This is an optimization exercise on Yosys and OpenROAD, whose aim is small area, not a production implementation.
In this exercise RTL edits were held to simulation tests only and were not proved equivalent to the original.
Power figures rest on the tool's default switching activity, not on a simulated workload.

--- flow/design.v ---
module SimpleRegisterFile(
	input  wire        clk,
	input  wire        reset,
	input  wire [4:0]  idx_read_next,
	output wire [31:0] data_read,
	input  wire [4:0]  idx_write,
	input  wire [31:0] data_write,
	input  wire        write_pending,
	output wire        write_done
);
reg  [4:0]  t;
reg  [31:0] w [0:30];
reg  [30:0] v;
function [4:0] ring_pos(input [4:0] r, input [4:0] tt);
	reg [5:0] u;
	begin
		u = {1'b0, r} + {1'b0, tt};
		ring_pos = (u >= 6'd31) ? u - 6'd31 : u[4:0];
	end
endfunction
wire [4:0] wpos = ring_pos(idx_write, t);
wire [4:0] t_next = (t == 5'd30) ? 5'd0 : t + 5'd1;
reg  [4:0] rpos;
wire [30:0] ins;
wire [30:0] sel;
genvar p;
generate
	for (p = 0; p < 31; p = p + 1) begin : g_pos
		if (p % 8 == 0) begin : g_ins
			assign ins[p] = write_pending && wpos == ((p + 30) % 31);
		end else begin : g_noins
			assign ins[p] = 1'b0;
		end
		assign sel[p] = v[p] && rpos == p;
		always @(posedge clk) begin
			w[p] <= ins[p] ? data_write : w[(p + 30) % 31];
		end
	end
endgenerate
assign write_done = |ins;
integer i;
reg [31:0] rd;
always @(*) begin
	rd = 32'h0;
	for (i = 0; i < 31; i = i + 1)
		rd = rd | ({32{sel[i]}} & w[i]);
end
assign data_read = rd;
always @(posedge clk or posedge reset) begin
	if (reset) begin
		t <= 5'd0;
		v <= 31'h0;
		rpos <= 5'd31;
	end else begin
		t <= t_next;
		rpos <= (idx_read_next == 5'd0) ? 5'd31 : ring_pos(idx_read_next, t_next);
		v <= {v[29:0], v[30]} | ins;
	end
end
endmodule
module MultiCycleCPU(
	input  wire        clk,
	input  wire        reset,
	output wire        base_ram_ce_n,
	output wire        base_ram_oe_n,
	output wire        base_ram_we_n,
	output reg  [3:0]  base_ram_be_n,
	output wire [19:0] base_ram_addr,
	output wire [31:0] base_ram_data_o,
	output reg         base_ram_data_oe,
	input  wire [31:0] base_ram_data_i,
	output reg         uart_rdn,
	output wire        uart_wrn,
	input  wire        uart_dataready,
	input  wire        uart_tbre,
	input  wire        uart_tsre,
	output wire        ext_ram_ce_n,
	output wire        ext_ram_oe_n,
	output wire        ext_ram_we_n,
	output reg  [3:0]  ext_ram_be_n,
	output wire [19:0] ext_ram_addr,
	output reg  [31:0] ext_ram_data_o,
	output reg         ext_ram_data_oe,
	input  wire [31:0] ext_ram_data_i,
	output reg  [31:0] pc_out,
	output wire [31:0] addr_out
);
localparam [1:0] S_IF = 2'd0, S_ID = 2'd1, S_EX = 2'd2, S_ERR = 2'd3;
localparam [1:0] M_IDLE = 2'd0, M_RD = 2'd1, M_WPREP = 2'd2, M_WSTART = 2'd3;
localparam [2:0] W_IDLE = 3'd0, W_LOW = 3'd1, W_TBRE = 3'd2, W_TSRE = 3'd3, W_DONE = 3'd4;
reg [1:0]  st;
reg [1:0]  ms;
reg [3:0]  cnt;
reg        urd, uwr;
reg [2:0]  ws;
reg [4:0]  rs1, rs2;
reg        wbv;
reg [2:0]  step;
reg        acc;             
reg [31:0] insn;
reg [31:0] opa;             
reg [31:0] wb;              
reg [4:0]  wbi;             
reg        cond;            
reg [7:0]  b_lo;            
assign addr_out = {16'h0, 3'h0, rs1, 3'h0, rs2};
wire [6:0] opcode = insn[6:0];
wire [2:0] f3 = insn[14:12];
wire       f7z = insn[31:25] == 7'h0;
wire [4:0] rd = insn[11:7];
wire       rd_nz = rd != 5'd0;
wire c_op    = opcode == 7'b0110011 && f7z && (f3 == 3'b000 || f3 == 3'b111 || f3 == 3'b110 || f3 == 3'b100);
wire c_opimm = opcode == 7'b0010011 && (f3 == 3'b000 || f3 == 3'b111 || f3 == 3'b110 || (f7z && (f3 == 3'b001 || f3 == 3'b101)));
wire c_auipc = opcode == 7'b0010111;
wire c_lui   = opcode == 7'b0110111;
wire c_jal   = opcode == 7'b1101111;
wire c_jalr  = opcode == 7'b1100111 && f3 == 3'b000;
wire c_br    = opcode == 7'b1100011 && f3[2:1] == 2'b00;
wire c_ld    = opcode == 7'b0000011 && (f3 == 3'b000 || f3 == 3'b010);
wire c_st    = opcode == 7'b0100011 && (f3 == 3'b000 || f3 == 3'b010);
wire c_ill   = !(c_op || c_opimm || c_auipc || c_lui || c_jal || c_jalr || c_br || c_ld || c_st);
wire is_word = f3[1];       
wire [31:0] imm_I = {{20{insn[31]}}, insn[31:20]};
wire [31:0] imm_S = {{20{insn[31]}}, insn[31:25], insn[11:7]};
wire [31:0] imm_B = {{20{insn[31]}}, insn[7], insn[30:25], insn[11:8], 1'b0};
wire [31:0] imm_U = {insn[31:12], 12'h0};
wire [31:0] imm_J = {{12{insn[31]}}, insn[19:12], insn[20], insn[30:21], 1'b0};
wire [31:0] imm = c_st ? imm_S : c_br ? imm_B : (c_lui || c_auipc) ? imm_U : c_jal ? imm_J : imm_I;
reg [2:0] last_step;
always @(*) begin
	if (c_jal) last_step = rd_nz ? 3'd3 : 3'd1;
	else if (c_jalr) last_step = rd_nz ? 3'd4 : 3'd2;
	else if (c_lui) last_step = 3'd1;
	else if (c_ld) last_step = 3'd4;
	else last_step = 3'd3;
end
wire [31:0] rdata;
wire        wb_done;
SimpleRegisterFile regs (
	.clk(clk),
	.reset(reset),
	.idx_read_next(st == S_ID ? insn[24:20] : insn[19:15]),
	.data_read(rdata),
	.idx_write(wbi),
	.data_write(wb),
	.write_pending(wbv),
	.write_done(wb_done)
);
wire first = !pc_out[31];   
wire use_pc = st == S_IF || (st == S_ID && c_jal) || c_auipc || (c_jalr && step == 3'd2);
wire use_rd = !use_pc && st != S_ID;    
wire [31:0] alu_a = ({32{use_pc}} & pc_out) | ({32{use_rd}} & rdata);
reg  [31:0] alu_b;
always @(*) begin
	if (st == S_IF) alu_b = first ? 32'h80000000 : ((c_jal || (c_br && cond)) ? imm : 32'd4);
	else if ((st == S_ID && c_jal) || (c_jalr && step == 3'd2)) alu_b = 32'd4;
	else if (c_op || c_br) alu_b = opa;
	else alu_b = imm;
end
wire [31:0] sum = alu_a + alu_b;
wire [31:0] x = alu_a ^ alu_b;
wire        eq = x == 32'h0;
function [31:0] rev32(input [31:0] a);
	integer k;
	for (k = 0; k < 32; k = k + 1) rev32[k] = a[31 - k];
endfunction
wire [31:0] shr = (f3[2] ? alu_a : rev32(alu_a)) >> alu_b[4:0];
reg [31:0] alu;
always @(*) begin
	case ((c_op || c_opimm) ? f3 : 3'b000)
		3'b111: alu = alu_a & alu_b;
		3'b110: alu = alu_a | alu_b;
		3'b100: alu = x;
		3'b001: alu = rev32(shr);
		3'b101: alu = shr;
		default: alu = sum;
	endcase
end
wire [31:0] npc = (!first && c_jalr) ? opa : sum;
wire [31:0] ma = wb;
wire ma_base = ma[31:22] == 10'b1000_0000_00;
wire ma_ext  = ma[31:22] == 10'b1000_0000_01;
wire ma_ok   = ma[1:0] == 2'b00 || !is_word;
wire ma_uart = ma[31:3] == 29'h02000000 && !is_word;
wire ma_udat = ma_uart && ma[2:0] == 3'd0;
wire ma_ustat = ma_uart && ma[2:0] == 3'd5;
wire pc_base = npc[31:22] == 10'b1000_0000_00 && npc[1:0] == 2'b00;
wire pc_ext  = npc[31:22] == 10'b1000_0000_01 && npc[1:0] == 2'b00;
assign base_ram_ce_n = !((ms == M_RD || ms == M_WSTART) && !acc);
assign base_ram_oe_n = !(ms == M_RD && !acc);
assign base_ram_we_n = !(ms == M_WSTART && !acc);
assign ext_ram_ce_n  = !((ms == M_RD || ms == M_WSTART) && acc);
assign ext_ram_oe_n  = !(ms == M_RD && acc);
assign ext_ram_we_n  = !(ms == M_WSTART && acc);
wire [19:0] bus_addr = st == S_IF ? pc_out[21:2] : ma[21:2];
assign base_ram_addr = bus_addr;
assign ext_ram_addr = bus_addr;
wire [31:0] st_data = is_word ? opa : ({24'h0, opa[7:0]} << {ma[1:0], 3'b000});
assign base_ram_data_o = {st_data[31:8], b_lo};
assign uart_wrn = ws != W_LOW;
wire [31:0] rdbus = acc ? ext_ram_data_i : base_ram_data_i;
reg  [7:0]  rbyte;
always @(*) begin
	case (ma[1:0])
		2'd0: rbyte = rdbus[7:0];
		2'd1: rbyte = rdbus[15:8];
		2'd2: rbyte = rdbus[23:16];
		default: rbyte = rdbus[31:24];
	endcase
end
wire [31:0] ldata = is_word ? rdbus : {{24{rbyte[7]}}, rbyte};
wire fire = (urd || uwr) ? cnt == 4'd9 : cnt == 4'd3;
wire counting = ms == M_RD || ms == M_WSTART || urd || uwr;
wire mem_step = (c_ld || c_st) && step == 3'd2;
reg [1:0]  n_st, n_ms;
reg [2:0]  n_step, n_ws;
reg        n_urd, n_uwr, n_acc, n_cond, n_wbv, n_rdn, n_b_oe, n_e_oe;
reg [31:0] n_insn, n_opa, n_wb, n_pc_out, n_e_data;
reg [4:0]  n_rs1, n_rs2;
reg [7:0]  n_b_lo;
reg [3:0]  n_b_be_n, n_e_be_n;
reg        load_wb, set_wbv;
always @(*) begin
	n_st = st; n_ms = ms; n_step = step; n_ws = ws;
	n_urd = urd; n_uwr = uwr; n_acc = acc; n_cond = cond;
	n_rdn = uart_rdn; n_b_oe = base_ram_data_oe; n_e_oe = ext_ram_data_oe;
	n_insn = insn; n_opa = opa; n_wb = wb; n_pc_out = pc_out; n_e_data = ext_ram_data_o;
	n_rs1 = rs1; n_rs2 = rs2; n_b_lo = b_lo;
	n_b_be_n = base_ram_be_n; n_e_be_n = ext_ram_be_n;
	load_wb = 1'b0;
	set_wbv = 1'b0;
	case (st)
	S_IF: begin
		if (ms == M_IDLE) begin
			n_pc_out = npc;
			if (pc_base) begin
				n_b_be_n = 4'b0000; n_b_oe = 1'b0; n_ms = M_RD; n_acc = 1'b0;
			end else if (pc_ext) begin
				n_e_be_n = 4'b0000; n_e_oe = 1'b0; n_ms = M_RD; n_acc = 1'b1;
			end else begin
				n_st = S_ERR;
			end
		end else if (fire) begin
			n_insn = rdbus;
			n_ms = M_IDLE;
			n_st = S_ID;
		end
	end
	S_ID: begin
		n_rs1 = insn[19:15];
		n_rs2 = insn[24:20];
		n_step = 3'd0;
		n_st = S_EX;
		n_wb = sum;
		load_wb = c_lui || c_jal;
		set_wbv = load_wb;
	end
	S_EX: begin
		if (c_ill) begin
			n_st = S_ERR;
		end else if (mem_step) begin
			n_wb = ldata;
			if (urd) begin
				if (fire) begin
					if (!uart_rdn) begin
						n_rdn = 1'b1;
						load_wb = 1'b1; set_wbv = 1'b1;
						n_urd = 1'b0;
						n_step = step + 3'd1;
					end else if (uart_dataready) begin
						n_rdn = 1'b0;
						n_b_oe = 1'b0;
					end
				end
			end else if (uwr) begin
				if (fire) begin
					case (ws)
					W_IDLE: begin
						n_ws = W_LOW; n_b_lo = opa[7:0]; n_b_oe = 1'b1;
					end
					W_LOW: n_ws = W_TBRE;
					W_TBRE: if (uart_tbre) n_ws = W_TSRE;
					W_TSRE: if (uart_tsre) n_ws = W_DONE;
					default: begin
						n_ws = W_IDLE; n_uwr = 1'b0; n_step = step + 3'd1;
					end
					endcase
				end
			end else if (ms == M_IDLE) begin
				if (ma_base && ma_ok) begin
					n_acc = 1'b0;
					if (c_ld) begin
						n_b_be_n = 4'b0000; n_b_oe = 1'b0; n_ms = M_RD;
					end else begin
						n_b_be_n = is_word ? 4'b0000 : ~(4'b0001 << ma[1:0]);
						n_b_lo = st_data[7:0];
						n_b_oe = 1'b1; n_ms = M_WPREP;
					end
				end else if (ma_ext && ma_ok) begin
					n_acc = 1'b1;
					if (c_ld) begin
						n_e_be_n = 4'b0000; n_e_oe = 1'b0; n_ms = M_RD;
					end else begin
						n_e_be_n = is_word ? 4'b0000 : ~(4'b0001 << ma[1:0]);
						n_e_data = st_data;
						n_e_oe = 1'b1; n_ms = M_WPREP;
					end
				end else if (ma_udat) begin
					n_acc = 1'b0;
					n_urd = c_ld;
					n_uwr = c_st;
				end else if (ma_uart) begin
					n_wb = {26'h0, ma_ustat, 4'h0, ma_ustat && uart_dataready};
					load_wb = c_ld; set_wbv = c_ld;
					n_step = step + 3'd1;
				end else begin
					n_st = S_ERR;
				end
			end else if (ms == M_RD) begin
				if (fire) begin
					load_wb = 1'b1; set_wbv = 1'b1;
					n_ms = M_IDLE;
					n_step = step + 3'd1;
				end
			end else if (ms == M_WPREP) begin
				n_ms = M_WSTART;
			end else begin
				if (fire) begin
					n_ms = M_IDLE;
					n_step = step + 3'd1;
				end
			end
		end else if (step == last_step) begin
			n_st = S_IF;
		end else begin
			n_step = step + 3'd1;
			if (step == 3'd0) n_opa = rdata;
			if (step == 3'd1) begin
				n_wb = alu;
				load_wb = c_op || c_opimm || c_auipc || c_ld || c_st;
				set_wbv = c_op || c_opimm || c_auipc;
				if (c_br) n_cond = eq ^ f3[0];
				if (c_jalr) n_opa = {sum[31:1], 1'b0};
			end
			if (step == 3'd2) begin
				n_wb = sum;
				load_wb = c_jalr;
				set_wbv = c_jalr;
			end
		end
	end
	default: ;
	endcase
	n_wbv = (set_wbv && rd_nz) || (wbv && !wb_done);
end
always @(posedge clk or posedge reset) begin
	if (reset) begin
		st <= S_IF;
		ms <= M_IDLE;
		cnt <= 4'd0;
		urd <= 1'b0; uwr <= 1'b0;
		ws <= W_IDLE;
		rs1 <= 5'd0; rs2 <= 5'd0;
		wbv <= 1'b0;
		pc_out <= 32'h0;
		uart_rdn <= 1'b1;
		base_ram_data_oe <= 1'b0; ext_ram_data_oe <= 1'b0;
		base_ram_be_n <= 4'b0000; ext_ram_be_n <= 4'b0000;
	end else begin
		st <= n_st;
		ms <= n_ms;
		cnt <= (counting && !fire) ? cnt + 4'd1 : 4'd0;
		urd <= n_urd; uwr <= n_uwr;
		ws <= n_ws;
		rs1 <= n_rs1; rs2 <= n_rs2;
		wbv <= n_wbv;
		pc_out <= n_pc_out;
		uart_rdn <= n_rdn;
		base_ram_data_oe <= n_b_oe; ext_ram_data_oe <= n_e_oe;
		base_ram_be_n <= n_b_be_n; ext_ram_be_n <= n_e_be_n;
	end
end
always @(posedge clk) begin
	step <= n_step;
	acc <= n_acc;
	insn <= n_insn;
	opa <= n_opa;
	if (load_wb) begin
		wb <= n_wb;
		wbi <= rd;
	end
	cond <= n_cond;
	b_lo <= n_b_lo;
	ext_ram_data_o <= n_e_data;
end
endmodule
--- flow/run.sh ---
#!/bin/bash
# synth_recipe.tcl (not shown) runs the flow's synth.tcl, then flattens the netlist and writes it again
# the make line also repeats each setting of config.mk as NAME=value (left out here)
make -C /OpenROAD-flow-scripts/flow DESIGN_CONFIG=/design/flow/config.mk WORK_HOME=/design/flow/orfs CLKGATE_MAP_FILE= SYNTH_SCRIPT=/design/flow/synth_recipe.tcl finish
--- flow/config.mk ---
export PLATFORM = sky130hd
export DESIGN_NAME = MultiCycleCPU
export DESIGN_NICKNAME = MultiCycleCPU
export VERILOG_FILES = /design/flow/design.v
export SDC_FILE = /design/flow/constraint.sdc
export NUM_CORES = 4
export LEC_CHECK = 0
export CAP_MARGIN = 20
export CORE_MARGIN = 2
export CORE_UTILIZATION = 55
export CTS_BUF_LIST = sky130_fd_sc_hd__clkbuf_8
export CTS_CLUSTER_SIZE = 30
export SLEW_MARGIN = 20
--- flow/constraint.sdc ---
create_clock -name core_clock -period 10.0 [get_ports {clk}]
set_input_delay 2.0000 -clock core_clock [delete_from_list [all_inputs] [get_ports {clk}]]
set_output_delay 2.0000 -clock core_clock [all_outputs]
set_load 0.01 [all_outputs]
==> flow_summary.ini, run 1 <==
[synth]
synth_flop_cell = dfxtp_1
async_flop_share_pct = 8.67
synth_warnings = 3
yosys-top-cells-area = dfxtp_1 (39%), edfxtp_1 (8.6%), dfrtp_1 (5.0%)
synth_top_area_share_pct = 39.2
yosys.area.top_type = dfxtp_1
syn_area_um2 = 50700
yosysUniqueCellTypes = 99
ys_seq_elements = 1246
syn-instance-count = 5020
synth_edf_count = 146
synth_area_per_cell_um2 = 10.1
ys_seq_area_share_pct = 53.2

[cts]
clkLatencyLatePin_ns = 0.92
cts_resized = 0
cts_tree = built
numCtsBuffers = 189
clockBufferDepth = 3
hold_buffers = 0
post_cts_buffers = 0
numClockSinks = 1246
clockRootBuffer = clkbuf_8
htree_levels = 4
clk_pin_slew_ns = 0.07

[timing]
fin_crit_ns = 8.66
rsz0062_at_grt = false
setup_tns_ns = 0
max_freq_mhz = 115
fin_worst_skew_ns = 0.0472
finalHoldViolCount = 0
relSlewSlack_pct = 18.2
tightest_slew_ns = 1.21
post-route-period-util_pct = 86.6
setup_slack_ns = 1.34
setup_viol_count_final = 0
drv_slew = 0

[floorplan]
die_w_um = 308
die_area_um2 = 94600
fp.dieH_um = 308
start_util_pct = 55.4
ios = 255
rows = 111
core_um2 = 91500

[routing]
post_drt_via_cell_ratio = 6.97
firstDrtPassIters = 7
wl_per_cell_um = 35.9
routed_wl_um = 235000
vias = 45694
drc = 0
drtAntennaViolNets = 0
drtIter0Drc = 7451

[pwr]
clockPowerShare_pct = 46.8
netSwitchingPower_mw = 2.18
power_leakage_nw = 23.0
p_int_mw = 7.47
power_frac_comb_pct = 0.7
sw_frac_of_total_pct = 22.5
p_seq_share_pct = 52.5
power_density_nw_per_um2 = 166
ir_worst_vdd_uv = 128

[placed_design]
numPortBuffers = 232
dpl_worst_slack_ns = 1.73
gp_congestion = 1.10
hpwl_um = 161000

[hold_path]
min_from = regs.w[22][21]$_DFF_P_
hp-class = register to register
hold_depth = 0
holdPathEnd = regs.w[23][21]$_DFF_P_

[final_layout]
n_fill_cell = 7601
drive_gt1_share_pct = 14.7
nNetsFinal = 5355
synthToLayoutAreaGrowth_pct = 14.4

[critical_path]
path_max_fanout = 36
required_ns = 10.76
path_class = register to register
cp-end-kind = register
crit_path_start_kind = register
timing.rr.end = ext_ram_be_n[3]$_DFFE_PP0P_
r2r_cells = 20
rr_startpoint = regs.rpos[3]$_DFF_PP1_
r2r_slack_ns = 1.34
cp_data_arrival_time_ns = 9.42

[global_routing]
grt_max_degree = 56
antenna_found_initial = 19
grt_pass1_vias = 43240
grt_pass1_wl_um = 325000
grt_usage_pct = 48.7
grt_overflow = 0

[run]
drv_cap = 0

[status]
status = timing/DRC/antenna clean
-- routing by layer --
layer | GRT usage, % | share of wire, %
met1 | 57.9 | 34
met2 | 71.9 | 42
met3 | 16.8 | 14
met4 | 38.5 | 9.7
met5 | 0 | 0.032
-- cells in the final DEF, fill, tap and decap left out, drive strengths merged, types with 24 or more instances in the layout --
cell / Yosys / final
a222oi: 30 / 30
a21oi: 199 / 199
nand2b: 26 / 26
o21ai: 277 / 277
a22oi: 218 / 218
nand3: 135 / 135
clkbuf: 243 / 244
a211oi: 32 / 32
nand2: 571 / 571
and3: 136 / 136
dfrtp: 102 / 102
a21o: 33 / 33
nor2b: 32 / 32
clkdlybuf4s50: 0 / 232
a221oi: 35 / 35
or4: 24 / 24
xnor2: 29 / 29
a2111oi: 120 / 120
mux2i: 66 / 66
buf: 175 / 150
nand4: 44 / 44
a22o: 42 / 42
edfxtp: 146 / 146
dfxtp: 992 / 992
mux2: 222 / 222
mux4: 27 / 27
inv: 127 / 190
nor3: 290 / 290
nor2: 193 / 193
nor4: 27 / 27
ha: 87 / 87
clkinv: 4 / 40
and2: 27 / 27
-- power groups by stage --
stage               Sequential [mW]  Clock, mW  Combinational [mW]
finish                         5.06       4.52              0.0692
global route                   5.06       4.74              0.0721
CTS                            5.06       4.51              0.0674
detailed placement             5.17          0              0.0671
global placement               5.17          0              0.0668
floorplan                      5.17          0              0.0295
-- critical path: stages (launching register included) --
cell and delay [ns]:
dfstp_2 0.78, nand2b_2 1.01, buf_4 0.43, nor3_1 0.09, a2111oi_0 0.41, nand3_1 0.13
or4_1 0.73, a22o_1 0.38, ha_1 0.46, nand2_1 0.11, o21ai_0 0.12, a211oi_1 0.38
nor3_1 0.17, or4b_2 0.65, o211a_1 0.29, or4b_2 0.69, nand2_1 0.26, nor2_1 0.16
a211oi_1 0.94, a21o_1 0.23, nand3_1 0.08
-- cells in the mapped netlist (11+ instances only) --
cell type / n
inv_1: 122
or2_2: 20
a22oi_1: 217
or4_1: 24
nand2_1: 571
o221ai_1: 15
a2111oi_0: 114
a22o_1: 42
xor2_1: 17
nor4_1: 27
nand2b_1: 26
a211oi_1: 32
mux4_2: 27
and4_1: 12
mux2_2: 222
nor2_1: 191
a222oi_1: 30
buf_4: 79
nand3_1: 135
edfxtp_1: 146
nor3b_1: 11
and3_1: 135
a221oi_1: 35
a21o_1: 33
mux2i_1: 66
xnor2_1: 29
nor2b_1: 32
nor3_1: 290
ha_1: 87
or3_1: 16
buf_1: 20
o22ai_1: 15
a21oi_1: 199
and2_1: 25
nand4_1: 44
a31oi_1: 23
clkbuf_1: 243
dfrtp_1: 102
buf_2: 62
buf_6: 14
o211ai_1: 16
o21ai_0: 265
dfxtp_1: 992
-- cell type report --
type / instances / area, µm² / area share, %
clock buffer: 244 / 3360 / 5.79
sequential: 1246 / 27000 / 46.5
tap: 1186 / 1480 / 2.56
multi-input combinational: 3246 / 21400 / 36.9
timing repair buffer: 382 / 3470 / 5.99
antenna: 10 / 25.0 / 0.0432
inverter: 131 / 494 / 0.852
clock inverter: 107 / 768 / 1.33
-- registers in the layout, indices dropped and copies added (netlist names), 5 cells and up --
name            flops
regs.w            992
rs2                 5
regs.rpos           5
b_lo                8
opa                32
rs1                 5
insn               32
wb                 32
regs.t              5
pc_out             32
regs.v             31
wbi                 5
ext_ram_data_o     32
-- worst max-delay path by stage --
stage | end | from | slack [ns] | cells after the start
after floorplan | ext_ram_be_n[0]$_DFFE_PP0P_ | insn[2]$_DFFE_PP_ | 3.46 | 22
after detailed placement | ext_ram_be_n[3]$_DFFE_PP0P_ | regs.rpos[2]$_DFF_PP1_ | 1.73 | 20
after global routing | ext_ram_data_oe$_DFFE_PP0P_ | regs.rpos[3]$_DFF_PP1_ | 1.09 | 18
after CTS | ext_ram_be_n[3]$_DFFE_PP0P_ | regs.rpos[2]$_DFF_PP1_ | 1.68 | 20
after global placement | ext_ram_be_n[2]$_DFFE_PP0P_ | regs.rpos[2]$_DFF_PP1_ | 1.75 | 20
final | ext_ram_be_n[3]$_DFFE_PP0P_ | regs.rpos[3]$_DFF_PP1_ | 1.34 | 20
-- cell families after synthesis --
family	share of synthesized area, %
multiplexers	7.43
AND/OR/NAND/NOR	15.3
adder cells (fa/ha/maj)	2.27
other	0.00740
buffers and inverters	5.01
flip-flops	53.2
AO/OA/AOI/OAI	16.0
XOR/XNOR	0.795
-- metrics by stage --
| step | cells | hold slack [ns] | instance area [µm²] | total power [mW] | utilization [%] |
|---|---|---|---|---|---|
| after detailed placement | 6190 | 0.329 | 53800 | 5.24 | 58.8 |
| after CTS | 6541 | 0.315 | 57900 | 9.64 | 63.3 |
| after floorplan | 5041 | 0.323 | 50800 | 5.20 | - |
| after global routing | 6544 | 0.319 | 58000 | 9.87 | 63.3 |
| after global placement | 6190 | 0.326 | 53800 | 5.24 | 58.8 |
| final | 6552 | 0.322 | 58000 | 9.65 | 63.3 |
==> run 2: changes to the inputs <==
--- a/flow/config.mk
+++ b/flow/config.mk
@@ -7,7 +7,5 @@
 export LEC_CHECK = 0
 export CAP_MARGIN = 20
 export CORE_MARGIN = 2
-export CORE_UTILIZATION = 55
-export CTS_BUF_LIST = sky130_fd_sc_hd__clkbuf_8
-export CTS_CLUSTER_SIZE = 30
+export CORE_UTILIZATION = 40
 export SLEW_MARGIN = 20
==> run 2 against run 1 <==
Still clean on timing, DRC and antenna. Global-route usage fell by 11 points. Utilization fell by 16 points. Sequential share of layout area fell by 0.88 points. Setup slack improved by 0.57 ns. Final area rose by 1.9%. Cell count rose by 5.7%. Register-to-register slack improved by 0.57 ns. Clock-buffer cell count fell by 61. First-iteration DRC count rose by 6.0%. Die area rose by 37%. Non-clock buffer count rose by 13. Largest power group is now the clock network.
==> flow_summary.ini, run 2 <==
[timing]
fin_worst_skew_ns = 0.0575
hold-worst-slack_ns = 0.308
max_freq_mhz = 124
setup_tns_ns = 0
relSlewSlack_pct = 16.5
rsz0062_at_grt = false
setup_viol_count_final = 0
finalHoldViolCount = 0
post-route-period-util_pct = 80.9
tightest_slew_ns = 1.25
setup_slack_ns = 1.91
drv_slew = 0
fin_crit_ns = 8.09

[synth]
synth_warnings = 3
syn_area_um2 = 50700
yosysUniqueCellTypes = 99
yosys-top-cells-area = dfxtp_1 (39%), edfxtp_1 (8.6%), dfrtp_1 (5.0%)
ys_seq_elements = 1246
yosysMostFrequentCell = dfxtp_1
yosys-top-cells-count = dfxtp_1 (992), nand2_1 (571), nor3_1 (290)
synth_flop_cell = dfxtp_1
synth_edf_count = 146
yosys.area.top_type = dfxtp_1
async_flop_share_pct = 8.67
ys_seq_area_share_pct = 53.2
synth_area_per_cell_um2 = 10.1
synth_top_area_share_pct = 39.2
syn-instance-count = 5020

[global_routing]
grt_max_degree = 56
antenna_found_initial = 25
grt_pass1_wl_um = 342000
grt_pass1_vias = 42374
grt_overflow = 0
grt_usage_pct = 37.3

[pwr]
power_mw = 10.3
ir_worst_vdd_uv = 171
power_density_nw_per_um2 = 174
power_leakage_nw = 23.0

[placed_design]
post_dp_cell_area_um2 = 54500
numPortBuffers = 232
dpl_worst_slack_ns = 2.00
gp_congestion = 1.05
hpwl_um = 177000

[cts]
cts_tree = built
clockRootBuffer = clkbuf_16
post_cts_buffers = 0
hold_buffers = 0
clkLatencyLatePin_ns = 0.80
clk_pin_slew_ns = 0.07
htree_levels = 4
cts_resized = 0
numClockSinks = 1246
clockBufferDepth = 3
numCtsBuffers = 132

[critical_path]
max_stage_delay_ns = 0.80
path_class = register to register
required_ns = 10.66
cp-end-kind = register
crit_path_start_kind = register
path_delay_family = compound AO/OA/AOI/OAI gates
critPathBufInv = 2
path_max_fanout = 23
cp_slowest_cell = or3_1
path_common_cell = nor3_1
path_cells = or3_1 > buf_4 > nor3_1 > a2111oi_0 > nand4_1 > nor3_1 > o21ai_1 > ha_1 > a21o_1 > a21oi_1 > o21ai_0 > a21o_1 > a41o_1 > a21oi_1 > nor3_1 > a211oi_1 > nand3_1 > a211oi_2 > buf_4 > a31oi_1 > mux2_2
cp_data_arrival_time_ns = 8.75

[final_layout]
design_area_um2 = 59100
drive_gt1_share_pct = 13.8
largest_register_ffs = 992
mostFrequentLayoutCell = dfxtp_1
regMostFlops = regs.w
synthToLayoutAreaGrowth_pct = 16.6
final_cell_mix = dfxtp_1 (992), nand2_1 (568), nor3_1 (285), o21ai_0 (263), clkdlybuf4s50_1 (232)
nNetsFinal = 5311

[floorplan]
die_area_um2 = 130000
core_um2 = 126000
rows = 130
die_w_um = 360
fp.dieH_um = 360
ios = 255
start_util_pct = 40.3

[routing]
post_drt_via_cell_ratio = 6.60
drtAntennaViolNets = 0
routed_wl_um = 251000
firstDrtPassIters = 8
vias = 45680
wl_per_cell_um = 36.2
drtIter0Drc = 7900
drc = 0

[status]
status = timing/DRC/antenna clean

[run]
drv_cap = 0

[hold_path]
hp-class = register to register
## run 2: cell counts after synthesis
No cell type changed its count.
## run 2: cell type report
type,instances,area (µm²)
Antenna cell,11,27.5
Multi-Input combinational cell,3246,21400
Sequential cell,1246,27000
Clock buffer,183,3810
Inverter,131,497
Tap cell,1650,2060
Fill cell,11654,66600
Clock inverter,61,761
Timing Repair Buffer,395,3550
## run 2: path summary, 6_finish.rpt
check / endpoint / slack (ns) / cells after the start / startpoint
min in group asynchronous: pc_out[28]$_DFFE_PP0P_ / 1.53 / 2 / reset
worst max register to register: st[0]$_DFFE_PP0P_ / 1.91 / 21 / regs.rpos[2]$_DFF_PP1_
worst min register to register: regs.w[17][22]$_DFF_P_ / 0.31 / 0 / regs.w[16][22]$_DFF_P_
worst min-delay path: regs.w[17][22]$_DFF_P_ / 0.31 / 0 / regs.w[16][22]$_DFF_P_
worst max-delay path: st[0]$_DFFE_PP0P_ / 1.91 / 21 / regs.rpos[2]$_DFF_PP1_
max in group asynchronous: pc_out[13]$_DFFE_PP0P_ / 7.37 / 3 / reset
## run 2: where the power goes
part / switching [mW] / internal (mW) / leakage [nW] / total (mW)
Combinational: 0.0435 / 0.0324 / 9.96 / 0.0760
Sequential: 0.00351 / 5.06 / 10.7 / 5.06
Clock: 2.18 / 2.99 / 2.25 / 5.17
Total: 2.22 / 8.08 / 23.0 / 10.3
## run 2: metrics by stage
step                      instances  utilization [%]
after detailed placement       6668             43.3
final                          6923             47.0
after CTS                      6912             47.0
after global routing           6912             47.0
after floorplan                5041                -
after global placement         6668             43.3
## run 2: worst reg2reg max path: cells and delay by family, from the launching register on
family | cells | cell delay [ns]
compound gates | 11 | 3.71
simple gates | 6 | 2.01
flops | 1 | 0.76
buf+inv | 2 | 0.73
fa+ha+maj | 1 | 0.43
mux | 1 | 0.35
## run 2: kinds of logic (layout without fill, tap and decap cells)
group	Yosys count	in the layout	share of synthesized area (%)
AOI/OAI and AO/OA	1174	1174	16.0
xor gates and xnor gates	46	46	0.795
adders and majority gates	90	90	2.27
buffers and inverters	549	770	5.01
DFF	1246	1246	53.2
muxes	315	315	7.43
other	1	33	0.00740
and+or+nand+nor	1599	1599	15.3
## run 2: routing by layer
layer / vias to the layer above / global-route usage, % / share of wire, %
li1: 18613 / - / -
met1: 22472 / 52.0 / 41
met2: 3824 / 50.3 / 39
met3: 747 / 12.8 / 14
met4: 24 / 19.9 / 6.1
met5: - / 0 / 0.074
==> run 3: changes to the inputs <==
==> flow/flow/run.sh (new file) <==
#!/bin/bash
# Standard synthesis, then the standard ORFS layout with a few knobs changed:
# smaller port buffers, clock tree without dummy loads, power/area recovery
# after global routing. Each step's output goes to its own log file here.
set -euo pipefail
bash standard.sh synth > synth.log 2>&1
bash standard.sh \
  "BUFFER_PORTS_ARGS=-buffer_cell sky130_fd_sc_hd__buf_1" \
  "CTS_ARGS=-sink_clustering_enable -repair_clock_nets -dont_use_dummy_load" \
  "RECOVER_POWER=100" \
  finish > layout.log 2>&1
==> flow/standard.sh (new file) <==
#!/bin/bash
# synth_recipe.tcl (not shown) runs the flow's synth.tcl, then flattens the netlist and writes it again
# the make line also repeats each setting of config.mk as NAME=value (left out here)
make -C /OpenROAD-flow-scripts/flow DESIGN_CONFIG=/design/flow/config.mk WORK_HOME=/design/flow/orfs CLKGATE_MAP_FILE= SYNTH_SCRIPT=/design/flow/synth_recipe.tcl "${@:-finish}"
--- a/flow/config.mk
+++ b/flow/config.mk
@@ -7,5 +7,5 @@
 export LEC_CHECK = 0
 export CAP_MARGIN = 20
 export CORE_MARGIN = 2
-export CORE_UTILIZATION = 40
+export CORE_UTILIZATION = 55
 export SLEW_MARGIN = 20
removed: flow/run.sh
==> run 3 against run 2 <==
Now fails the layout checks on capacitance limit, slew limit. Sequential power barely moved. Utilization rose by 13 points. Register-to-register slack got worse by 1.1 ns. Area after synthesis did not move. Setup slack got worse by 1.1 ns. Final area fell by 6.6%. Critical path type unchanged. Largest power group is now sequential cells.
==> flow_summary.ini, run 3 <==
[synth]
syn_area_um2 = 50700
syn-instance-count = 5020
ys_seq_elements = 1246
synth_top_area_share_pct = 39.2
synth_warnings = 3
synth_edf_count = 146
yosys.area.top_type = dfxtp_1
yosysUniqueCellTypes = 99
synth_flop_cell = dfxtp_1
yosysMostFrequentCell = dfxtp_1
yosys-top-cells-count = dfxtp_1 (992), nand2_1 (571), nor3_1 (290)
synth_area_per_cell_um2 = 10.1
yosys-top-cells-area = dfxtp_1 (39%), edfxtp_1 (8.6%), dfrtp_1 (5.0%)
ys_seq_area_share_pct = 53.2
async_flop_share_pct = 8.67

[pwr]
power_density_nw_per_um2 = 163
p_int_mw = 7.14
power_frac_comb_pct = 0.6
ir_worst_vdd_uv = 158
power_leakage_nw = 21.3
sw_frac_of_total_pct = 20.5
p_seq_share_pct = 56.4
clockPowerShare_pct = 43.1
netSwitchingPower_mw = 1.84

[final_layout]
mostFrequentLayoutCell = dfxtp_1
nNetsFinal = 5277
synthToLayoutAreaGrowth_pct = 8.93
fin_cells = 6314
regMostFlops = regs.w
largest_register_ffs = 992
final_cell_mix = dfxtp_1 (992), nand2_1 (569), nor3_1 (287), o21ai_0 (264), buf_1 (232)
utilization_pct = 60.3
drive_gt1_share_pct = 10.4

[timing]
tightest_slew_ns = 4.04
hold-worst-slack_ns = 0.286
relSlewSlack_pct = -170
setup_tns_ns = 0
fin_crit_ns = 9.24
finalHoldViolCount = 0
drv_slew = 723
setup_viol_count_final = 0
post-route-period-util_pct = 92.4
setup_slack_ns = 0.761
rsz0062_at_grt = false
fin_worst_skew_ns = 0.0986
max_freq_mhz = 108

[cts]
hold_buffers = 0
clkLatencyLatePin_ns = 0.75
numCtsBuffers = 119
cts_tree = built
post_cts_buffers = 0
clk_pin_slew_ns = 0.06
numClockSinks = 1246
htree_levels = 3
cts_resized = 0
clockBufferDepth = 3
clockRootBuffer = clkbuf_16

[floorplan]
rows = 111
ios = 255
core_um2 = 91500
start_util_pct = 55.4
fp.dieH_um = 308
die_area_um2 = 94600
die_w_um = 308

[run]
drv_cap = 27

[global_routing]
grt_util_met2_pct = 72.3
grt_use_met3_pct = 14.1
grt_max_degree = 62
grt_pass1_vias = 41904
grt_pass1_wl_um = 320000
antenna_found_initial = 16
grt.busiest_layer = met2
grt_overflow = 0
grt_use_met1_pct = 58.0
grt_usage_pct = 47.9

[routing]
drtAntennaViolNets = 0
wl_per_cell_um = 36.8
drc = 0
routed_wl_um = 233000
drtIter0Drc = 7366
post_drt_via_cell_ratio = 7.17
firstDrtPassIters = 10
vias = 45253

[placed_design]
dpl_worst_slack_ns = 1.81
numPortBuffers = 232
hpwl_um = 162000
gp_congestion = 1.12
place_inst = 6182

[hold_path]
hp-class = register to register

[critical_path]
crit_path_start_kind = register
path_max_fanout = 37
required_ns = 10.34
cp_data_arrival_time_ns = 9.58
cp-end-kind = register
path_class = register to register

[status]
so_faults = capacitance limit, slew limit
status = finished with violations
==> run 3: cell counts after synthesis <==
No cell type changed its count.
==> run 3: area by class of cell <==
| class | count | area [µm²] |
|---|---|---|
| diodes | 12 | 30.0 |
| clock buffers | 119 | 2980 |
| repair buffers | 374 | 1860 |
| well taps | 1186 | 1480 |
| fillers | 7762 | 36300 |
| inverters | 131 | 493 |
| multi-input cells | 3246 | 21400 |
| flip-flops and latches | 1246 | 27000 |
==> run 3: worst max-delay path: stages, from the launching register on <==
cell       delay [ns]
dfrtp_1          0.40
inv_1            0.11
ha_1             0.17
clkbuf_1         2.02
o2111ai_1        0.63
a21boi_1         0.50
nor2_1           0.47
a22o_1           0.38
ha_1             0.39
a2111oi_0        0.92
a211oi_1         0.34
o211ai_1         0.45
a21oi_1          0.23
nor2_1           0.20
xor2_1           0.54
a21oi_1          0.29
a221oi_1         0.58
o21ai_0          0.27
==> run 3: kinds of logic after synthesis <==
group / count (synthesis) / synth area share (%)
AOI/OAI and AO/OA: 1174 / 16.0
and+or+nand+nor: 1599 / 15.3
DFF: 1246 / 53.2
adders and majority gates: 90 / 2.27
muxes: 315 / 7.43
xor gates and xnor gates: 46 / 0.795
other: 1 / 0.00740
buffers and inverters: 549 / 5.01
==> run 3: power by group through the flow <==
stage | registers, mW | clock network [mW] | logic (mW)
3_5_place_dp | 5.17 | 0 | 0.0491
5_1_grt | 5.06 | 4.06 | 0.0529
6_report | 5.06 | 3.87 | 0.0501
2_1_floorplan | 5.17 | 0 | 0.0295
3_3_place_gp | 5.17 | 0 | 0.0486
4_1_cts | 5.06 | 3.85 | 0.0494
==> run 3: routing by layer <==
layer  wire length, µm  vias up
li1                  -    18413
met1             81200    21813
met2             99100     3895
met3             30800     1122
met4             21400       10
met5                68        -
==> run 3: worst paths after layout <==
kind / start / to / slack (ns) / depth (start not counted)
min in group asynchronous: reset / rs1[0]$_DFFE_PP0P_ / 2.08 / 2
min: regs.w[6][8]$_DFF_P_ / regs.w[7][8]$_DFF_P_ / 0.29 / 0
max: st[1]$_DFFE_PP0P_ / wb[26]$_DFFE_PP_ / 0.76 / 17
max reg2reg: st[1]$_DFFE_PP0P_ / wb[26]$_DFFE_PP_ / 0.76 / 17
max in group asynchronous: reset / wbv$_DFF_PP0_ / 3.23 / 3
min reg2reg: regs.w[6][8]$_DFF_P_ / regs.w[7][8]$_DFF_P_ / 0.29 / 0
==> run 3: per-stage QoR <==
step	cell area, µm²	total power, mW
after detailed placement	52300	5.22
after CTS	55300	8.97
after global routing	55200	9.17
final	55200	8.98
after floorplan	50800	5.20
after global placement	52300	5.22
==> run 4: changes to the inputs <==
==> flow/flow/run.sh (replaced) <==
#!/bin/bash
# Standard synthesis, then the standard ORFS layout with a few knobs changed:
# smaller port buffers and a clock tree of larger clkbuf_16 clusters without
# dummy loads. Each step's output goes to its own log file here.
set -euo pipefail
bash standard.sh synth > synth.log 2>&1
bash standard.sh \
  "BUFFER_PORTS_ARGS=-buffer_cell sky130_fd_sc_hd__buf_1" \
  "CTS_ARGS=-sink_clustering_enable -repair_clock_nets -dont_use_dummy_load -sink_clustering_size 30 -sink_clustering_max_diameter 100" \
  finish > layout.log 2>&1
==> run 4 against run 3 <==
Now clean on timing, DRC and antenna. Maximum frequency up 9.5%. Clock skew up 0.0058 ns. Largest power group unchanged. Via count down 1.6%. Area after synthesis unchanged. Critical endpoint is now base_ram_be_n[1]$_DFFE_PP0P_. Highest routed layer unchanged.
==> flow_summary.ini, run 4 <==
[routing]
drtAntennaViolNets = 0
routed_wl_um = 232000
vias = 44507
post_drt_via_cell_ratio = 7.13
wl_per_cell_um = 37.1
drc = 0
firstDrtPassIters = 7
drtIter0Drc = 7652

[synth]
synth_flop_cell = dfxtp_1
yosys.area.top_type = dfxtp_1
yosysMostFrequentCell = dfxtp_1
yosys-top-cells-area = dfxtp_1 (39%), edfxtp_1 (8.6%), dfrtp_1 (5.0%)
synth_warnings = 3
yosys-top-cells-count = dfxtp_1 (992), nand2_1 (571), nor3_1 (290)
syn_area_um2 = 50700
synth_area_per_cell_um2 = 10.1
ys_seq_elements = 1246
synth_top_area_share_pct = 39.2
synth_edf_count = 146
async_flop_share_pct = 8.67
ys_seq_area_share_pct = 53.2
yosysUniqueCellTypes = 99
syn-instance-count = 5020

[critical_path]
crit_path_start_kind = register
cp_data_arrival_time_ns = 8.96
cp-end-kind = register
r2r_slack_ns = 1.57
r2r_cells = 21
rr_startpoint = regs.rpos[2]$_DFF_PP1_
path_max_fanout = 43
required_ns = 10.52
timing.rr.end = base_ram_be_n[1]$_DFFE_PP0P_
worstSetupStartpoint = regs.rpos[2]$_DFF_PP1_
path_class = register to register

[timing]
finalHoldViolCount = 0
tightest_slew_ns = 1.27
fin_crit_ns = 8.43
drv_slew = 0
post-route-period-util_pct = 84.3
max_freq_mhz = 119
fin_worst_skew_ns = 0.104
relSlewSlack_pct = 14.3
setup_viol_count_final = 0
setup_tns_ns = 0
rsz0062_at_grt = false

[cts]
cts_tree = built
clk_pin_slew_ns = 0.12
clockRootBuffer = clkbuf_16
clockBufferDepth = 3
htree_levels = 2
post_cts_buffers = 0
numCtsBuffers = 51
hold_buffers = 0
numClockSinks = 1246
clkLatencyLatePin_ns = 0.74
cts_resized = 0

[final_layout]
drive_gt1_share_pct = 10.7
nNetsFinal = 5208
synthToLayoutAreaGrowth_pct = 5.84
mostFrequentLayoutCell = dfxtp_1
regMostFlops = regs.w
largest_register_ffs = 992
fin_cells = 6245
final_cell_mix = dfxtp_1 (992), nand2_1 (569), nor3_1 (286), o21ai_0 (263), buf_1 (232)
n_fill_cell = 7878

[global_routing]
grt_pass1_vias = 41119
grt_pass1_wl_um = 317000
grt_usage_pct = 47.4
grt_max_degree = 62
antenna_found_initial = 15
grt_overflow = 0

[hold_path]
hold_depth = 0
holdPathEnd = regs.w[15][11]$_DFF_P_
min_from = regs.w[14][11]$_DFF_P_
hp-class = register to register

[placed_design]
numPortBuffers = 232
hpwl_um = 162000
gp_congestion = 1.12
place_inst = 6182

[pwr]
ir_worst_vdd_uv = 153
power_density_nw_per_um2 = 141
power_mw = 7.59
power_leakage_nw = 20.6

[floorplan]
rows = 111
die_w_um = 308
ios = 255
die_area_um2 = 94600
core_um2 = 91500
fp.dieH_um = 308
start_util_pct = 55.4

[status]
status = timing/DRC/antenna clean

[run]
drv_cap = 0
## run 4: routing by layer
metal,track usage [%],wire (µm),up-vias
met4,35.3,21300,4
li1,-,-,18255
met1,58.2,81800,21457
met3,12.9,30000,1024
met2,71.5,98300,3767
met5,0,27,-
## run 4: kinds of logic after synthesis
logic type,share of synthesized area [%]
buf+inv,5.01
simple gates,15.3
mux,7.43
flops,53.2
xor+xnor,0.795
other cells,0.00740
fa+ha+maj,2.27
compound gates,16.0
## run 4: report_power, final
group	total (mW)	switching, mW	internal [mW]
Clock	2.48	1.56	0.917
Sequential	5.06	0.00329	5.05
Combinational	0.0513	0.0370	0.0143
Total	7.59	1.60	5.99
## run 4: stage by stage
| step | area, µm² | util, % | hold WS [ns] | worst slack [ns] |
|---|---|---|---|---|
| 5_1_grt | 53600 | 58.6 | 0.275 | 1.52 |
| 2_1_floorplan | 50800 | - | 0.323 | 3.46 |
| 3_5_place_dp | 52300 | 57.2 | 0.331 | 1.81 |
| 3_3_place_gp | 52300 | 57.2 | 0.325 | 1.62 |
| 6_report | 53700 | 58.6 | 0.257 | 1.57 |
| 4_1_cts | 53600 | 58.6 | 0.271 | 1.74 |
## run 4: area by class of cell
cell class / instances / area [µm²] / area share (%)
Antenna cell: 12 / 30.0 / 0.0560
Clock buffer: 51 / 1280 / 2.38
Inverter: 131 / 494 / 0.921
Multi-Input combinational cell: 3246 / 21500 / 40.0
Sequential cell: 1246 / 27000 / 50.2
Tap cell: 1186 / 1480 / 2.77
Timing Repair Buffer: 373 / 1970 / 3.67
## run 4: worst max path at each step
stage          slack, ns                            to
2_1_floorplan       3.46   ext_ram_be_n[0]$_DFFE_PP0P_
3_3_place_gp        1.62  base_ram_be_n[3]$_DFFE_PP0P_
3_5_place_dp        1.81   ext_ram_be_n[1]$_DFFE_PP0P_
4_1_cts             1.74  base_ram_be_n[1]$_DFFE_PP0P_
5_1_grt             1.52  base_ram_be_n[2]$_DFFE_PP0P_
6_report            1.57  base_ram_be_n[1]$_DFFE_PP0P_
## run 4: critical path, cell delays in order (launching register included)
cell and delay [ns]:
dfstp_2 0.75, and3b_4 0.82, and2_1 1.06, a22o_1 0.27
a221oi_1 0.05, nand4_1 0.25, a22o_1 0.26, ha_1 0.24
inv_1 0.08, fa_1 0.47, nor2b_1 0.14, o21a_1 0.15
o21ai_0 0.31, a211oi_1 0.62, o211ai_1 0.30, a21oi_1 0.40
mux2_2 0.38, o22ai_1 0.16, nand3_1 0.20, a211oi_4 0.72
a22oi_1 0.40, mux2i_1 0.20
==> run 5: changes to the inputs <==
--- a/flow/design.v
+++ b/flow/design.v
@@ -120,6 +120,11 @@
 wire c_st    = opcode == 7'b0100011 && (f3 == 3'b000 || f3 == 3'b010);
 wire c_ill   = !(c_op || c_opimm || c_auipc || c_lui || c_jal || c_jalr || c_br || c_ld || c_st);
 wire is_word = f3[1];       
+wire c_shift = c_opimm && f3[1:0] == 2'b01;    
+function [31:0] rev32(input [31:0] v);
+	integer k;
+	for (k = 0; k < 32; k = k + 1) rev32[k] = v[31 - k];
+endfunction
 wire [31:0] imm_I = {{20{insn[31]}}, insn[31:20]};
 wire [31:0] imm_S = {{20{insn[31]}}, insn[31:25], insn[11:7]};
 wire [31:0] imm_B = {{20{insn[31]}}, insn[7], insn[30:25], insn[11:8], 1'b0};
@@ -139,7 +144,7 @@
 SimpleRegisterFile regs (
 	.clk(clk),
 	.reset(reset),
-	.idx_read_next(st == S_ID ? insn[24:20] : insn[19:15]),
+	.idx_read_next((st == S_ID && !c_shift) ? insn[24:20] : insn[19:15]),
 	.data_read(rdata),
 	.idx_write(wbi),
 	.data_write(wb),
@@ -157,25 +162,17 @@
 	else if (c_op || c_br) alu_b = opa;
 	else alu_b = imm;
 end
-wire [31:0] sum = alu_a + alu_b;
-wire [31:0] x = alu_a ^ alu_b;
-wire        eq = x == 32'h0;
-function [31:0] rev32(input [31:0] a);
-	integer k;
-	for (k = 0; k < 32; k = k + 1) rev32[k] = a[31 - k];
-endfunction
-wire [31:0] shr = (f3[2] ? alu_a : rev32(alu_a)) >> alu_b[4:0];
-reg [31:0] alu;
-always @(*) begin
-	case ((c_op || c_opimm) ? f3 : 3'b000)
-		3'b111: alu = alu_a & alu_b;
-		3'b110: alu = alu_a | alu_b;
-		3'b100: alu = x;
-		3'b001: alu = rev32(shr);
-		3'b101: alu = shr;
-		default: alu = sum;
-	endcase
-end
+wire [31:0] sum, alu;
+wire        eq;
+CpuAlu alu_u (
+	.a(alu_a),
+	.b(alu_b),
+	.sh_in(opa),
+	.f3((c_op || c_opimm) ? f3 : 3'b000),
+	.sum(sum),
+	.alu(alu),
+	.eq(eq)
+);
 wire [31:0] npc = (!first && c_jalr) ? opa : sum;
 wire [31:0] ma = wb;
 wire ma_base = ma[31:22] == 10'b1000_0000_00;
@@ -232,7 +229,7 @@
 	case (st)
 	S_IF: begin
 		if (ms == M_IDLE) begin
-			n_pc_out = npc;
+			n_pc_out = {npc[31:1], 1'b0};    
 			if (pc_base) begin
 				n_b_be_n = 4'b0000; n_b_oe = 1'b0; n_ms = M_RD; n_acc = 1'b0;
 			end else if (pc_ext) begin
@@ -334,7 +331,7 @@
 			n_st = S_IF;
 		end else begin
 			n_step = step + 3'd1;
-			if (step == 3'd0) n_opa = rdata;
+			if (step == 3'd0) n_opa = (c_shift && !f3[2]) ? rev32(rdata) : rdata;
 			if (step == 3'd1) begin
 				n_wb = alu;
 				load_wb = c_op || c_opimm || c_auipc || c_ld || c_st;
@@ -385,12 +382,51 @@
 	acc <= n_acc;
 	insn <= n_insn;
 	opa <= n_opa;
-	if (load_wb) begin
-		wb <= n_wb;
-		wbi <= rd;
-	end
+	if (load_wb) wb <= n_wb;
+	wbi <= rd;
 	cond <= n_cond;
 	b_lo <= n_b_lo;
 	ext_ram_data_o <= n_e_data;
 end
 endmodule
+module CpuAlu(
+	input  wire [31:0] a,
+	input  wire [31:0] b,
+	input  wire [31:0] sh_in,
+	input  wire [2:0]  f3,
+	output wire [31:0] sum,
+	output wire [31:0] alu,
+	output wire        eq
+);
+wire [31:0] p = a ^ b;
+wire [31:0] g = a & b;
+wire [32:0] c;
+assign c[0] = 1'b0;
+genvar k;
+generate
+	for (k = 0; k < 8; k = k + 1) begin : grp
+		wire [3:0] gp = p[4*k+3:4*k];
+		wire [3:0] gg = g[4*k+3:4*k];
+		wire ci = c[4*k];
+		assign c[4*k+1] = gg[0] | (gp[0] & ci);
+		assign c[4*k+2] = gg[1] | (gp[1] & gg[0]) | (gp[1] & gp[0] & ci);
+		assign c[4*k+3] = gg[2] | (gp[2] & gg[1]) | (gp[2] & gp[1] & gg[0]) | (gp[2] & gp[1] & gp[0] & ci);
+		assign c[4*k+4] = gg[3] | (gp[3] & gg[2]) | (gp[3] & gp[2] & gg[1]) | (gp[3] & gp[2] & gp[1] & gg[0]) | (&gp & ci);
+	end
+endgenerate
+assign sum = p ^ c[31:0];
+assign eq = ~|p;
+function [31:0] rev32(input [31:0] v);
+	integer i;
+	for (i = 0; i < 32; i = i + 1) rev32[i] = v[31 - i];
+endfunction
+wire [31:0] shr = sh_in >> b[4:0];
+wire s_add = f3 == 3'b000;
+wire s_xor = f3 == 3'b100;
+wire s_or  = f3 == 3'b110;
+wire s_and = f3 == 3'b111;
+wire s_sll = f3 == 3'b001;
+wire s_srl = f3 == 3'b101;
+assign alu = ({32{s_add}} & sum) | ({32{s_xor | s_or}} & p) | ({32{s_or | s_and}} & g)
+	| ({32{s_srl}} & shr) | ({32{s_sll}} & rev32(shr));
+endmodule
==> flow/flow/run.sh (replaced) <==
#!/bin/bash
# Standard synthesis, then the standard ORFS layout with two knobs changed:
# port buffers of the smallest buffer cell, and a clock tree of clkbuf_16
# clusters of up to 24 flip-flops without dummy loads. Each step's output
# goes to its own log file here.
set -euo pipefail
bash standard.sh synth > synth.log 2>&1
bash standard.sh \
  "BUFFER_PORTS_ARGS=-buffer_cell sky130_fd_sc_hd__buf_1" \
  "CTS_ARGS=-sink_clustering_enable -repair_clock_nets -dont_use_dummy_load -sink_clustering_size 24 -sink_clustering_max_diameter 70" \
  finish > layout.log 2>&1
--- a/flow/config.mk
+++ b/flow/config.mk
@@ -9,3 +9,4 @@
 export CORE_MARGIN = 2
 export CORE_UTILIZATION = 55
 export SLEW_MARGIN = 20
+export SYNTH_HIERARCHICAL = 1
==> run 5 against run 4 <==
Sequential share of layout area rose by 4.2 points. Global-route usage fell by 9.6 points. Critical path depth rose by 2. Synthesized cell count fell by 18%. Sequential cell count fell by 1. Critical path type unchanged. Register-to-register slack got worse by 0.07 ns. Utilization rose by 0.48 points. First-iteration DRC count fell by 38%. Clock power rose by 11%. Area after synthesis fell by 8.4%. Clock-buffer cell count rose by 16. Setup slack got worse by 0.070 ns. Still clean on timing, DRC and antenna.
==> flow_summary.ini, run 5 <==
[synth]
synth_top_area_share_pct = 43.0
yosys-top-cells-area = dfxtp_1 (43%), edfxtp_1 (9.1%), a22oi_1 (6.3%)
syn-instance-count = 4092
yosysUniqueCellTypes = 105
syn_area_um2 = 46400
ys_seq_area_share_pct = 57.9
synth_flop_cell = dfxtp_1
yosys-top-cells-count = dfxtp_1 (997), a22oi_1 (389), nand2_1 (293)
yosys.area.top_type = dfxtp_1
ys_seq_elements = 1245
synth_edf_count = 141
synth_area_per_cell_um2 = 11.3
synth_warnings = 10
yosysMostFrequentCell = dfxtp_1
async_flop_share_pct = 8.59

[final_layout]
regMostFlops = regs.w
n_fill_cell = 7020
nNetsFinal = 4283
utilization_pct = 59.1
diodes = 0
drive_gt1_share_pct = 10.2
largest_register_ffs = 992
mostFrequentLayoutCell = dfxtp_1
seq_area_um2 = 26900
synthToLayoutAreaGrowth_pct = 6.37
multi_input_area_um2 = 17800
final_cell_mix = dfxtp_1 (997), a22oi_1 (389), nand2_1 (293), buf_1 (231), o21ai_0 (229)

[status]
status = timing/DRC/antenna clean

[critical_path]
r2r_cells = 23
timing.rr.end = base_ram_be_n[1]$_DFFE_PP0P_
rr_startpoint = insn[3]$_DFFE_PP_
r2r_slack_ns = 1.50
crit_path_start_kind = register
cp-end-kind = register
path_class = register to register
required_ns = 10.50
path_max_fanout = 36
cp_data_arrival_time_ns = 9.01

[timing]
max_freq_mhz = 118
rsz0062_at_grt = false
relSlewSlack_pct = 28.9
post-route-period-util_pct = 85.0
fin_crit_ns = 8.50
drv_slew = 0
fin_worst_skew_ns = 0.0991
tightest_slew_ns = 1.06
finalHoldViolCount = 0
setup_tns_ns = 0
setup_viol_count_final = 0

[floorplan]
fp.dieH_um = 295
die_w_um = 295
die_area_um2 = 86800
core_um2 = 83600
ios = 255
rows = 106
start_util_pct = 55.6

[cts]
htree_levels = 3
hold_buffers = 0
clockBufferDepth = 3
cts_tree = built
post_cts_buffers = 0
clkLatencyLatePin_ns = 0.67
clockRootBuffer = clkbuf_16
numCtsBuffers = 67
clk_pin_slew_ns = 0.10
numClockSinks = 1245
cts_resized = 0

[global_routing]
grt_max_degree = 67
grt_pass1_wl_um = 238000
grt_pass1_vias = 33648
antenna_found_initial = 8
grt_overflow = 0
grt_usage_pct = 37.9

[routing]
drtIter0Drc = 4724
drc = 0
vias = 34940
drtAntennaViolNets = 0
wl_per_cell_um = 32.0
firstDrtPassIters = 8
routed_wl_um = 167000
post_drt_via_cell_ratio = 6.68

[pwr]
sw_frac_of_total_pct = 34.4
p_int_mw = 7.68
p_seq_share_pct = 46.6
power_density_nw_per_um2 = 237
ir_worst_vdd_uv = 157
power_frac_comb_pct = 29.8
netSwitchingPower_mw = 4.03
clockPowerShare_pct = 23.5
power_leakage_nw = 19.3

[placed_design]
hpwl_um = 114000
gp_congestion = 1.05
numPortBuffers = 231

[hold_path]
hold_depth = 0
holdPathEnd = regs.w[17][13]$_DFF_P_
hp-class = register to register
min_from = regs.w[16][13]$_DFF_P_

[run]
drv_cap = 0
-- run 5: cell count changes in the layout (fill, tap and decap cells not counted), sizes merged, moves of 36 or more --
cell / change
nand2: -277
nor3: -247
a22oi: +171
a2111oi: -113
and3: -91
inv: -74
nor2: -59
buf: -57
mux2i: +42
o21ai: -36
-- run 5: through the flow --
| step | setup WS (ns) | std cells | hold WS [ns] | power [mW] | area, µm² |
|---|---|---|---|---|---|
| 6_report | 1.50 | 5227 | 0.312 | 11.7 | 49400 |
| 5_1_grt | 1.05 | 5227 | 0.319 | 12.1 | 49400 |
| 4_1_cts | 1.68 | 5227 | 0.317 | 11.6 | 49400 |
| 3_5_place_dp | 1.72 | 5160 | 0.335 | 8.94 | 47700 |
| 3_3_place_gp | 1.90 | 5160 | 0.332 | 8.95 | 47700 |
| 2_1_floorplan | 3.65 | 4114 | 0.330 | 7.83 | 46500 |
-- run 5: critical path, stage by stage, from the launching register on --
cell      delay [ns]
edfxtp_1        0.50
nor3b_1         0.42
nand2_1         0.27
o31ai_1         0.66
and2_1          0.81
nand2_1         0.22
o21ai_4         0.09
buf_4           0.50
ha_1            0.31
a21oi_1         0.13
nor4bb_1        0.48
o22ai_2         0.25
o31ai_1         0.65
a221o_2         0.32
nor2_1          0.06
fa_1            0.41
xnor2_1         0.21
nor4_1          0.31
nand4_1         0.15
mux2_2          0.38
nor2_1          0.23
a21boi_0        0.18
a211oi_2        0.42
mux2_2          0.38
-- run 5: final cells by class --
type,count,area share (%)
Inverter,56,0.426
Sequential cell,1245,54.4
Timing Repair Buffer,316,3.05
Clock buffer,67,3.39
Tap cell,1080,2.74
Multi-Input combinational cell,2463,36.0
-- run 5: worst max path at each step --
| stage | from | end | slack [ns] | cells after the start |
|---|---|---|---|---|
| floorplan | regs.rpos[1]$_DFF_PP1_ | base_ram_be_n[0]$_DFFE_PP0P_ | 3.65 | 26 |
| global placement | insn[12]$_DFFE_PP_ | base_ram_be_n[2]$_DFFE_PP0P_ | 1.90 | 22 |
| detailed placement | insn[28]$_DFFE_PP_ | base_ram_be_n[2]$_DFFE_PP0P_ | 1.72 | 23 |
| CTS | insn[3]$_DFFE_PP_ | base_ram_be_n[1]$_DFFE_PP0P_ | 1.68 | 23 |
| global route | insn[3]$_DFFE_PP_ | base_ram_be_n[0]$_DFFE_PP0P_ | 1.05 | 22 |
| finish | insn[3]$_DFFE_PP_ | base_ram_be_n[1]$_DFFE_PP0P_ | 1.50 | 23 |
-- run 5: modules after synthesis, one instance, submodules excluded --
module | cell area (µm²) | copies in the design | flip-flops and latches
SimpleRegisterFile | 29200 | 1 | 1033
CpuAlu | 4020 | 1 | 0
MultiCycleCPU | 13200 | 1 | 212
-- run 5: cell families after synthesis --
kind of cell | count (synthesis) | share of synthesized area (%)
XOR/XNOR | 35 | 0.676
flip-flops | 1245 | 57.9
AO/OA/AOI/OAI | 1116 | 16.8
multiplexers | 338 | 8.77
other | 1 | 0.00808
adder cells (fa/ha/maj) | 65 | 1.91
AND/OR/NAND/NOR | 886 | 9.71
buffers and inverters | 406 | 4.27
-- run 5: power by group through the flow --
| stage | sequential, mW | clock [mW] | combinational, mW |
|---|---|---|---|
| floorplan | 5.53 | 0 | 2.30 |
| global placement | 5.57 | 0 | 3.39 |
| detailed placement | 5.57 | 0 | 3.37 |
| CTS | 5.45 | 2.78 | 3.39 |
| global route | 5.48 | 2.94 | 3.72 |
| finish | 5.46 | 2.76 | 3.49 |
-- run 5: per-layer routing --
layer / global-route usage, % / wire length (µm) / vias up
li1: - / - / 15131
met2: 60.6 / 76000 / 2072
met5: 0 / 11 / -
met3: 6.05 / 14700 / 497
met1: 49.3 / 66200 / 17238
met4: 20.7 / 10400 / 2
==> run 6: changes to the inputs <==
--- a/flow/config.mk
+++ b/flow/config.mk
@@ -7,6 +7,6 @@
 export LEC_CHECK = 0
 export CAP_MARGIN = 20
 export CORE_MARGIN = 2
-export CORE_UTILIZATION = 55
+export CORE_UTILIZATION = 65
 export SLEW_MARGIN = 20
 export SYNTH_HIERARCHICAL = 1
==> run 6 against run 5 <==
Sequential share of layout area increased by 0.28 points. Combinational power hardly changed. Worst hold slack got worse by 0.012 ns. Non-clock buffer count fell by 14. First-iteration DRC count up 14%. Critical endpoint unchanged. Clock power about the same. Critical path depth down 1. Utilization rose by 11 points. Global-route usage rose by 5.1 points. Final area shrank 0.52%. Still clean on timing, DRC and antenna.
==> flow_summary.ini, run 6 <==
[floorplan]
die_w_um = 271
rows = 97
fp.dieH_um = 271
start_util_pct = 66.0
ios = 255
die_area_um2 = 73600
core_um2 = 70400

[final_layout]
final_cell_mix = dfxtp_1 (997), a22oi_1 (389), nand2_1 (293), buf_1 (231), o21ai_0 (229)
synthToLayoutAreaGrowth_pct = 5.82
nNetsFinal = 4269
largest_register_ffs = 992
drive_gt1_share_pct = 9.87
diodes = 0
design_area_um2 = 49100
regMostFlops = regs.w
mostFrequentLayoutCell = dfxtp_1

[synth]
yosysUniqueCellTypes = 105
ys_seq_area_share_pct = 57.9
syn_area_um2 = 46400
synth_edf_count = 141
yosys-top-cells-count = dfxtp_1 (997), a22oi_1 (389), nand2_1 (293)
synth_flop_cell = dfxtp_1
yosys.area.top_type = dfxtp_1
syn-instance-count = 4092
synth_area_per_cell_um2 = 11.3
synth_top_area_share_pct = 43.0
yosys-top-cells-area = dfxtp_1 (43%), edfxtp_1 (9.1%), a22oi_1 (6.3%)
async_flop_share_pct = 8.59
ys_seq_elements = 1245
yosysMostFrequentCell = dfxtp_1
synth_warnings = 10

[routing]
firstDrtPassIters = 7
drtAntennaViolNets = 0
routed_wl_um = 161000
vias = 35798
drc = 0
drtIter0Drc = 5403
wl_per_cell_um = 31.8
post_drt_via_cell_ratio = 7.06

[cts]
numCtsBuffers = 67
post_cts_buffers = 0
clockRootBuffer = clkbuf_16
clk_pin_slew_ns = 0.10
htree_levels = 3
cts_resized = 0
cts_tree = built
clockBufferDepth = 3
numClockSinks = 1245
hold_buffers = 0
clkLatencyLatePin_ns = 0.65

[critical_path]
path_class = register to register
max_stage_delay_ns = 0.66
path_max_fanout = 39
required_ns = 10.48
cp_slowest_cell = edfxtp_1
path_cells = or4_1 > nor3_2 > a221oi_1 > o21ai_4 > buf_4 > o21ai_0 > ha_1 > nand2_1 > nor4bb_1 > o22ai_2 > o31ai_1 > a221o_2 > nor2_1 > fa_1 > xnor2_1 > nor4_1 > nand4_1 > mux2_2 > nor2_1 > a21boi_0 > a211oi_2 > mux2_2
rr_startpoint = insn[12]$_DFFE_PP_
cp-end-kind = register
crit_path_start_kind = register
worstSetupStartpoint = insn[12]$_DFFE_PP_
cp_data_arrival_time_ns = 8.89
r2r_cells = 22

[placed_design]
hpwl_um = 108000
gp_congestion = 1.09
dpl_worst_slack_ns = 1.89
post_dp_cell_area_um2 = 47500
numPortBuffers = 231

[global_routing]
antenna_found_initial = 1
grt_usage_pct = 42.9
grt_max_degree = 67
grt_pass1_vias = 34708
grt_overflow = 0
grt_pass1_wl_um = 233000

[run]
drv_cap = 0

[timing]
finalHoldViolCount = 0
fin_crit_ns = 8.40
setup_viol_count_final = 0
post-route-period-util_pct = 84.0
relSlewSlack_pct = 26.8
setup_slack_ns = 1.60
rsz0062_at_grt = false
fin_worst_skew_ns = 0.0937
drv_slew = 0
tightest_slew_ns = 1.09
setup_tns_ns = 0
max_freq_mhz = 119

[pwr]
power_density_nw_per_um2 = 238
ir_worst_vdd_uv = 182
power_leakage_nw = 19.2

[status]
status = timing/DRC/antenna clean

[hold_path]
hold_depth = 0
hp-class = register to register
min_from = regs.w[3][0]$_DFF_P_
==> run 6: cell type report <==
type	instances	area (µm²)
inverter	56	210
multi-input combinational	2463	17800
timing repair buffer	302	1410
tap	940	1180
fill	5271	21300
sequential	1245	26900
clock buffer	67	1680
==> run 6: power breakdown <==
| part | internal [mW] | switching [mW] | total [mW] |
|---|---|---|---|
| logic | 1.20 | 2.27 | 3.47 |
| clock network | 1.20 | 1.54 | 2.73 |
| registers | 5.28 | 0.204 | 5.48 |
| total | 7.68 | 4.01 | 11.7 |
==> run 6: Yosys stat by module (local to each module, per instance) <==
| module | cells | area [µm²] | copies in the design |
|---|---|---|---|
| CpuAlu | 570 | 4020 | 1 |
| MultiCycleCPU | 1409 | 13200 | 1 |
| SimpleRegisterFile | 2113 | 29200 | 1 |
==> run 6: final timing paths <==
check / slack [ns] / to
min in group asynchronous: 1.47 / regs.v[14]$_DFF_PP0_
worst max-delay path: 1.60 / base_ram_be_n[1]$_DFFE_PP0P_
max in group asynchronous: 7.59 / pc_out[3]$_DFFE_PP0P_
worst max register to register: 1.60 / base_ram_be_n[1]$_DFFE_PP0P_
worst min-delay path: 0.30 / regs.w[4][0]$_DFF_P_
worst min register to register: 0.30 / regs.w[4][0]$_DFF_P_
==> run 6: worst max-delay path: cells and delay by family (launching register included) <==
kind            cells  cell delay [ns]
flops               1             0.66
mux                 2             0.79
buf+inv             1             0.39
simple gates        8             2.67
compound gates      8             2.62
fa+ha+maj           2             0.92
xor+xnor            1             0.21
==> run 6: layer usage <==
layer  track usage [%]  part of all wire (%)
met1              54.7                    37
met2              67.1                    44
met3              9.66                    11
met4              26.0                   7.3
met5                 0                     0
==> run 6: through the flow <==
step                instances  hold WS [ns]  total power, mW  utilization [%]
global placement         5006         0.333             8.91             67.4
global route             5073         0.306             12.1             69.8
floorplan                4114         0.330             7.83                -
finish                   5073         0.300             11.7             69.8
detailed placement       5006         0.336             8.91             67.4
CTS                      5073         0.304             11.5             69.8
==> run 6: logic make-up after synthesis <==
family | synth area share (%)
simple gates | 9.71
flops | 57.9
buf+inv | 4.27
fa+ha+maj | 1.91
compound gates | 16.8
other cells | 0.00808
mux | 8.77
xor+xnor | 0.676

## port drivers added, routing unchanged
The flow's constraints put no driver on any port. The routed layouts listed below were extracted and timed again, unchanged, in two steps. Step 1 (the two cells are an assumption about what drives the block):
set clk [get_ports {clk}]
set_driving_cell -lib_cell sky130_fd_sc_hd__clkbuf_16 $clk
set_driving_cell -lib_cell sky130_fd_sc_hd__buf_2 [delete_from_list [all_inputs] $clk]
Step 2 times the ports against the registers' clock, not the clock port: input delays grow and output delays shrink by t, the midpoint of the rising clock arrivals with the driver on. a / b / c = ideal ports / drivers / drivers and shift; a / b = the first two.
| run | t (ns) | slack for setup (ns) | worst setup path after step 2 | worst data-port slew with drivers (ns) |
|---|---|---|---|---|
| run 1 | 0.972 | 1.337 / 1.337 / 1.337 | register to register | 0.04 |
| run 2 | 0.848 | 1.910 / 1.910 / 1.910 | register to register | 0.06 |
| run 3 | 0.779 | 0.761 / 0.761 / 0.761 | register to register | 0.06 |
| run 4 | 0.766 | 1.566 / 1.566 / 1.566 | register to register | 0.07 |
| run 5 | 0.696 | 1.496 / 1.496 / 1.496 | register to register | 0.04 |
| run 6 | 0.676 | 1.595 / 1.595 / 1.595 | register to register | 0.04 |
